Source: an optimization exercise on an open RTL-to-GDS flow (aim: small area, a short achievable clock period and few clock cycles). Production flows keep margins and buffers that such runs may drop. In this exercise RTL edits were held to simulation tests only and were not proved equivalent to the original. Power and IR drop assume default switching activity.

run A:
==> flow/design.v <==
module andor8 #(parameter W = 8) (
    input  logic [7:0][W-1:0] d,
    input  logic [7:0] s,
    output logic [W-1:0] y
);
    always_comb begin
        y = '0;
        for (int k = 0; k < 8; k++) y |= d[k] & {W{s[k]}};
    end
endmodule
module nor2w #(parameter W = 8) (
    input  logic [W-1:0] a, b,
    output logic [W-1:0] y
);
    assign y = ~(a | b);
endmodule
module nor2g (input logic a, b, output logic y);
    assign y = ~(a | b);
endmodule
module nand4w #(parameter W = 8) (
    input  logic [W-1:0] a, b, c, d,
    output logic [W-1:0] y
);
    assign y = ~(a & b & c & d);
endmodule
module top_level #(
    parameter WIDTH=8,
    parameter WAYS=4,
    parameter TOTAL_SIZE=16,
    parameter RAM_DEPTH=256
) (
    input  logic clk, rst, we, re,
    input  logic [$clog2(RAM_DEPTH)-1:0] addr,
    input  logic [WIDTH-1:0] data_in,
    output logic done, op_in_progress,
    output logic [WIDTH-1:0] data_out
);
    logic [RAM_DEPTH-1:0][WIDTH-1:0] mem;
    logic done_r, wr_pend, clr;
    logic [$clog2(RAM_DEPTH)-1:0] waddr_r;
    logic [WIDTH-1:0] wdata_r, lo_r, hi_r;
    always_ff @(posedge clk or posedge rst) begin
        if (rst) begin
            done_r  <= 1'b0;
            wr_pend <= 1'b0;
            clr     <= 1'b1;
        end else begin
            done_r  <= re | we;
            wr_pend <= we;
            clr     <= 1'b0;
        end
    end
    always_ff @(posedge clk) begin
        waddr_r <= addr;
        wdata_r <= data_in;
    end
    logic [RAM_DEPTH-1:0] sel;
    always_comb begin
        for (int i = 0; i < RAM_DEPTH; i++) sel[i] = (addr == i);
    end
    logic [31:0][WIDTH-1:0] t1;    
    logic [15:0][WIDTH-1:0] t2;    
    logic [3:0][WIDTH-1:0]  t3;    
    for (genvar i = 0; i < 32; i++) begin : l1
        andor8 #(.W(WIDTH)) g (.d(mem[8*i+7:8*i]), .s(sel[8*i+7:8*i]), .y(t1[i]));
    end
    for (genvar i = 0; i < 16; i++) begin : l2
        nor2w #(.W(WIDTH)) g (.a(t1[2*i]), .b(t1[2*i+1]), .y(t2[i]));
    end
    for (genvar i = 0; i < 4; i++) begin : l3
        nand4w #(.W(WIDTH)) g (.a(t2[4*i]), .b(t2[4*i+1]), .c(t2[4*i+2]), .d(t2[4*i+3]), .y(t3[i]));
    end
    always_ff @(posedge clk) begin
        lo_r <= re ? (t3[0] | t3[1]) : '0;
        hi_r <= re ? (t3[2] | t3[3]) : '0;
    end
    logic [15:0] wlon, whin;
    for (genvar k = 0; k < 16; k++) begin : wdec
        assign wlon[k] = ~(clr || (wr_pend && waddr_r[3:0] == k));
        assign whin[k] = ~(clr || waddr_r[7:4] == k);
    end
    logic [RAM_DEPTH-1:0] wen;
    logic [WIDTH-1:0] wdata;
    assign wdata = clr ? '0 : wdata_r;
    for (genvar i = 0; i < RAM_DEPTH; i++) begin : row
        nor2g w (.a(wlon[i % 16]), .b(whin[i / 16]), .y(wen[i]));
        always_ff @(posedge clk) begin
            if (wen[i]) mem[i] <= wdata;
        end
    end
    assign done = done_r;
    assign op_in_progress = done_r;
    assign data_out = lo_r | hi_r;
endmodule
Settings: LEC_CHECK=0, CAP_MARGIN=20, CORE_MARGIN=2, CORE_UTILIZATION=65, CTS_CLUSTER_DIAMETER=60, CTS_CLUSTER_SIZE=25, SETUP_SLACK_MARGIN=4.0, SLEW_MARGIN=40, SYNTH_HIERARCHICAL=1; clock period 7.0 ns.
run.sh (not shown) runs the stock make flow with config.mk's settings and CLKGATE_MAP_FILE= SYNTH_SCRIPT=/design/flow/synth_recipe.tcl, a recipe that flattens the netlist after the stock synthesis.
Testbench counts of run A, summed over its fixed seeds: cycles 24,000.
diff inputs: run A => run B
==> flow/design.v <==
module andor16n #(parameter W = 8) (
    input  logic [15:0][W-1:0] d,
    input  logic [15:0] s,
    output logic [W-1:0] yn
);
    logic [1:0][W-1:0] h;
    always_comb begin
        h = '0;
        for (int k = 0; k < 8; k++) begin
            h[0] |= d[k] & {W{s[k]}};
            h[1] |= d[k+8] & {W{s[k+8]}};
        end
    end
    assign yn = ~(h[0] | h[1]);
endmodule
module nand4w #(parameter W = 8) (
    input  logic [W-1:0] a, b, c, d,
    output logic [W-1:0] y
);
    assign y = ~(a & b & c & d);
endmodule
module top_level #(
    parameter WIDTH=8,
    parameter WAYS=4,
    parameter TOTAL_SIZE=16,
    parameter RAM_DEPTH=256
) (
    input  logic clk, rst, we, re,
    input  logic [$clog2(RAM_DEPTH)-1:0] addr,
    input  logic [WIDTH-1:0] data_in,
    output logic done, op_in_progress,
    output logic [WIDTH-1:0] data_out
);
    logic [RAM_DEPTH-1:0][WIDTH-1:0] mem;
    logic done_r, wr_pend, clr;
    logic [$clog2(RAM_DEPTH)-1:0] waddr_r;
    logic [WIDTH-1:0] wdata_r, lo_r, hi_r;
    always_ff @(posedge clk or posedge rst) begin
        if (rst) begin
            done_r  <= 1'b0;
            wr_pend <= 1'b0;
            clr     <= 1'b1;
        end else begin
            done_r  <= re | we;
            wr_pend <= we;
            clr     <= 1'b0;
        end
    end
    always_ff @(posedge clk) begin
        waddr_r <= addr;
        wdata_r <= data_in;
    end
    logic [RAM_DEPTH-1:0] sel;
    always_comb begin
        for (int i = 0; i < RAM_DEPTH; i++) sel[i] = (addr == i);
    end
    logic [15:0][WIDTH-1:0] t1;    
    logic [3:0][WIDTH-1:0]  t2;    
    for (genvar i = 0; i < 16; i++) begin : l1
        andor16n #(.W(WIDTH)) g (.d(mem[16*i+15:16*i]), .s(sel[16*i+15:16*i]), .yn(t1[i]));
    end
    for (genvar i = 0; i < 4; i++) begin : l2
        nand4w #(.W(WIDTH)) g (.a(t1[4*i]), .b(t1[4*i+1]), .c(t1[4*i+2]), .d(t1[4*i+3]), .y(t2[i]));
    end
    always_ff @(posedge clk) begin
        lo_r <= re ? (t2[0] | t2[1]) : '0;
        hi_r <= re ? (t2[2] | t2[3]) : '0;
    end
    logic [WIDTH-1:0] wdata;
    assign wdata = clr ? '0 : wdata_r;
    for (genvar i = 0; i < RAM_DEPTH; i++) begin : row
        always_ff @(posedge clk) begin
            if (clr || (wr_pend && waddr_r == i)) mem[i] <= wdata;
        end
    end
    assign done = done_r;
    assign op_in_progress = done_r;
    assign data_out = lo_r | hi_r;
endmodule
==> comparison <==
Sort run B and run A by multi-input combinational cell count, ascending, and run B comes first.
Relative to run A, the post-synthesis compound-gate area fraction of run B is higher by 3.7 points.
In run B relative to run A, global placer's final weighted congestion had gone up by a few percent.
Master of the slowest instance on the critical path: sky130_fd_sc_hd__a221oi_2 -> run B, sky130_fd_sc_hd__nand4_1 -> run A
In the tables for run B and run A, post-detailed-placement half-perimeter wirelength reads lower with run B.
Diff run A -> run B | power | increase of about 0.8%
Sort run B and run A by net total in the final layout, ascending, and run B comes first.
Of the two values seen for critical path endpoint, hi_r[2] was produced by run B and hi_r[1] by run A.
First-pass GRT wire length, run B vs run A: up by a few percent
Testbench counts of run B, summed over its fixed seeds: cycles 24,000.

## v6
top_level, a different RTL version from the one above (not shown whole).
Size in the first run: roughly 4200 cells after synthesis, about 30 I/O pins, about 76000 um2 of cells after synthesis.
==> module dec4, before the edit <==
module dec4 (
    input  logic [3:0] a,
    output logic [15:0] y
);
    for (genvar k = 0; k < 16; k++) begin : d
        assign y[k] = (a == k);
    end
endmodule
==> module top_level, before the edit <==
module top_level #(
    parameter WIDTH=8,
    parameter WAYS=4,
    parameter TOTAL_SIZE=16,
    parameter RAM_DEPTH=256
) (
    input  logic clk, rst, we, re,
    input  logic [$clog2(RAM_DEPTH)-1:0] addr,
    input  logic [WIDTH-1:0] data_in,
    output logic done, op_in_progress,
    output logic [WIDTH-1:0] data_out
);
    logic [RAM_DEPTH-1:0][WIDTH-1:0] mem;
    logic done_r, wr_pend, clr;
    logic [$clog2(RAM_DEPTH)-1:0] waddr_r;
    logic [WIDTH-1:0] wdata_r, lo_rn, hi_rn;
    always_ff @(posedge clk or posedge rst) begin
        if (rst) begin
            done_r  <= 1'b0;
            wr_pend <= 1'b0;
            clr     <= 1'b1;
        end else begin
            done_r  <= re | we;
            wr_pend <= we;
            clr     <= 1'b0;
        end
    end
    always_ff @(posedge clk) begin
        waddr_r <= addr;
        wdata_r <= data_in;
    end
    logic [3:0][15:0] lo1h;
    logic [15:0] hi1h;
    for (genvar q = 0; q < 4; q++) begin : rdec
        dec4 lo (.a(addr[3:0]), .y(lo1h[q]));
    end
    dec4 rdec_hi (.a(addr[7:4]), .y(hi1h));
    logic [31:0][WIDTH-1:0] t1;    
    logic [15:0][WIDTH-1:0] t2;    
    logic [3:0][WIDTH-1:0]  t3;    
    for (genvar i = 0; i < 32; i++) begin : l1
        andor8 #(.W(WIDTH)) g (.d(mem[8*i+7:8*i]), .s(lo1h[i/8][8*(i%2)+7:8*(i%2)]), .y(t1[i]));
    end
    for (genvar i = 0; i < 16; i++) begin : l2
        oai21w #(.W(WIDTH)) g (.a(t1[2*i]), .b(t1[2*i+1]), .s(hi1h[i]), .y(t2[i]));
    end
    for (genvar i = 0; i < 4; i++) begin : l3
        nand4w #(.W(WIDTH)) g (.a(t2[4*i]), .b(t2[4*i+1]), .c(t2[4*i+2]), .d(t2[4*i+3]), .y(t3[i]));
    end
    always_ff @(posedge clk) begin
        lo_rn <= ~(re ? (t3[0] | t3[1]) : '0);
        hi_rn <= ~(re ? (t3[2] | t3[3]) : '0);
    end
    logic [15:0] wlon, whin;
    for (genvar k = 0; k < 16; k++) begin : wdec
        assign wlon[k] = ~(clr || (wr_pend && waddr_r[3:0] == k));
        assign whin[k] = ~(clr || waddr_r[7:4] == k);
    end
    logic [RAM_DEPTH-1:0] wen;
    logic [WIDTH-1:0] wdata;
    assign wdata = clr ? '0 : wdata_r;
    for (genvar i = 0; i < RAM_DEPTH; i++) begin : row
        nor2g w (.a(wlon[i % 16]), .b(whin[i / 16]), .y(wen[i]));
        always_ff @(posedge clk) begin
            if (wen[i]) mem[i] <= wdata;
        end
    end
    assign done = done_r;
    assign op_in_progress = done_r;
    assign data_out = ~(lo_rn & hi_rn);
endmodule
clock: 7.0 ns
lec_check: 0
cap_margin: 20
core_margin: 2
core_utilization: 65
cts_cluster_diameter: 60
cts_cluster_size: 25
setup_slack_margin: 4.4
slew_margin: 40
synth_hierarchical: 1
Per the final summary, v6 finished and its layout is clean on timing, DRC and antenna.
Testbench counts of v6, summed over its fixed seeds: cycles 24,000.
[inputs] v7 vs v6
==> flow/design.v, changed modules only <==
module top_level #(
    parameter WIDTH=8,
    parameter WAYS=4,
    parameter TOTAL_SIZE=16,
    parameter RAM_DEPTH=256
) (
    input  logic clk, rst, we, re,
    input  logic [$clog2(RAM_DEPTH)-1:0] addr,
    input  logic [WIDTH-1:0] data_in,
    output logic done, op_in_progress,
    output logic [WIDTH-1:0] data_out
);
    logic [RAM_DEPTH-1:0][WIDTH-1:0] mem;
    logic done_r, wr_pend, clr;
    logic [$clog2(RAM_DEPTH)-1:0] waddr_r;
    logic [WIDTH-1:0] wdata_r, lo_rn, hi_rn;
    always_ff @(posedge clk or posedge rst) begin
        if (rst) begin
            done_r  <= 1'b0;
            wr_pend <= 1'b0;
            clr     <= 1'b1;
        end else begin
            done_r  <= re | we;
            wr_pend <= we;
            clr     <= 1'b0;
        end
    end
    always_ff @(posedge clk) begin
        waddr_r <= addr;
        wdata_r <= data_in;
    end
    logic [15:0] lo1h, hi1h;
    for (genvar k = 0; k < 16; k++) begin : rdec
        assign lo1h[k] = (addr[3:0] == k);
        assign hi1h[k] = (addr[7:4] == k);
    end
    logic [31:0][WIDTH-1:0] t1;    
    logic [15:0][WIDTH-1:0] t2;    
    logic [3:0][WIDTH-1:0]  t3;    
    for (genvar i = 0; i < 32; i++) begin : l1
        andor8 #(.W(WIDTH)) g (.d(mem[8*i+7:8*i]), .s(lo1h[8*(i%2)+7:8*(i%2)]), .y(t1[i]));
    end
    for (genvar i = 0; i < 16; i++) begin : l2
        oai21w #(.W(WIDTH)) g (.a(t1[2*i]), .b(t1[2*i+1]), .s(hi1h[i]), .y(t2[i]));
    end
    for (genvar i = 0; i < 4; i++) begin : l3
        nand4w #(.W(WIDTH)) g (.a(t2[4*i]), .b(t2[4*i+1]), .c(t2[4*i+2]), .d(t2[4*i+3]), .y(t3[i]));
    end
    always_ff @(posedge clk) begin
        lo_rn <= ~(re ? (t3[0] | t3[1]) : '0);
        hi_rn <= ~(re ? (t3[2] | t3[3]) : '0);
    end
    logic [15:0] wlon, whin;
    for (genvar k = 0; k < 16; k++) begin : wdec
        assign wlon[k] = ~(clr || (wr_pend && waddr_r[3:0] == k));
        assign whin[k] = ~(clr || waddr_r[7:4] == k);
    end
    logic [RAM_DEPTH-1:0] wen;
    logic [WIDTH-1:0] wdata;
    assign wdata = clr ? '0 : wdata_r;
    for (genvar i = 0; i < RAM_DEPTH; i++) begin : row
        nor2g w (.a(wlon[i % 16]), .b(whin[i / 16]), .y(wen[i]));
        always_ff @(posedge clk) begin
            if (wen[i]) mem[i] <= wdata;
        end
    end
    assign done = done_r;
    assign op_in_progress = done_r;
    assign data_out = ~(lo_rn & hi_rn);
endmodule
// module dec4 removed
[summary]
v7 vs. v6: share of the cycle needed by the critical path after routing picked up an extra 1.4 points, area added between synthesis and finish picked up an extra 1.0 points. v7 improves on v6 in final design area excluding fillers. v7 reports its capture point of the critical path as hi_rn[5] while v6 reports lo_rn[6]. v7 against v6; area taken by multi-input logic gates is down by a few percent. Changes observed in v7 relative to v6: relative contribution of combinational cells to total power stayed essentially flat; sequential share of layout area rose by 0.48 points; global-route track usage on met2 rose by 3.0 points.
Testbench counts of v7, summed over its fixed seeds: cycles 24,000.

port drivers added, routing unchanged:
Ports are ideal in the flow. The routed layouts listed here were re-timed in OpenROAD.
Step 1, drivers: a clkbuf_16 drives clk and a buf_2 each remaining input, both assumed.
Step 2 adds t to the input delays and takes it off the output delays; t is the mean of the earliest and latest rising clock arrival at the registers after step 1. Input paths then give back, and output paths get back, about the clock's delay inside the block.
Slacks: ideal / step 1 / step 2; pairs: ideal / step 1.
| run | shift t [ns] | setup WS [ns] | clock arrival spread, ns | worst register clock-pin slew, ns | cell pins on the clock port's net |
|---|---|---|---|---|---|
| run A | 0.832 | 3.880 / 3.835 / 3.003 | 0.032 / 0.032 | 0.10 / 0.10 | 1 |
| run B | 0.839 | 3.919 / 3.938 / 3.109 | 0.028 / 0.028 | 0.09 / 0.09 | 1 |
| v6 | 0.861 | 4.108 / 3.808 / 2.948 | 0.033 / 0.033 | 0.10 / 0.10 | 1 |
| v7 | 0.839 | 4.011 / 4.017 / 3.177 | 0.028 / 0.029 | 0.09 / 0.09 | 1 |
After both steps every run listed still meets setup and hold. For v6, which loses most, drivers alone change the setup slack by -0.300 ns; drivers and shift together by -1.160 ns.
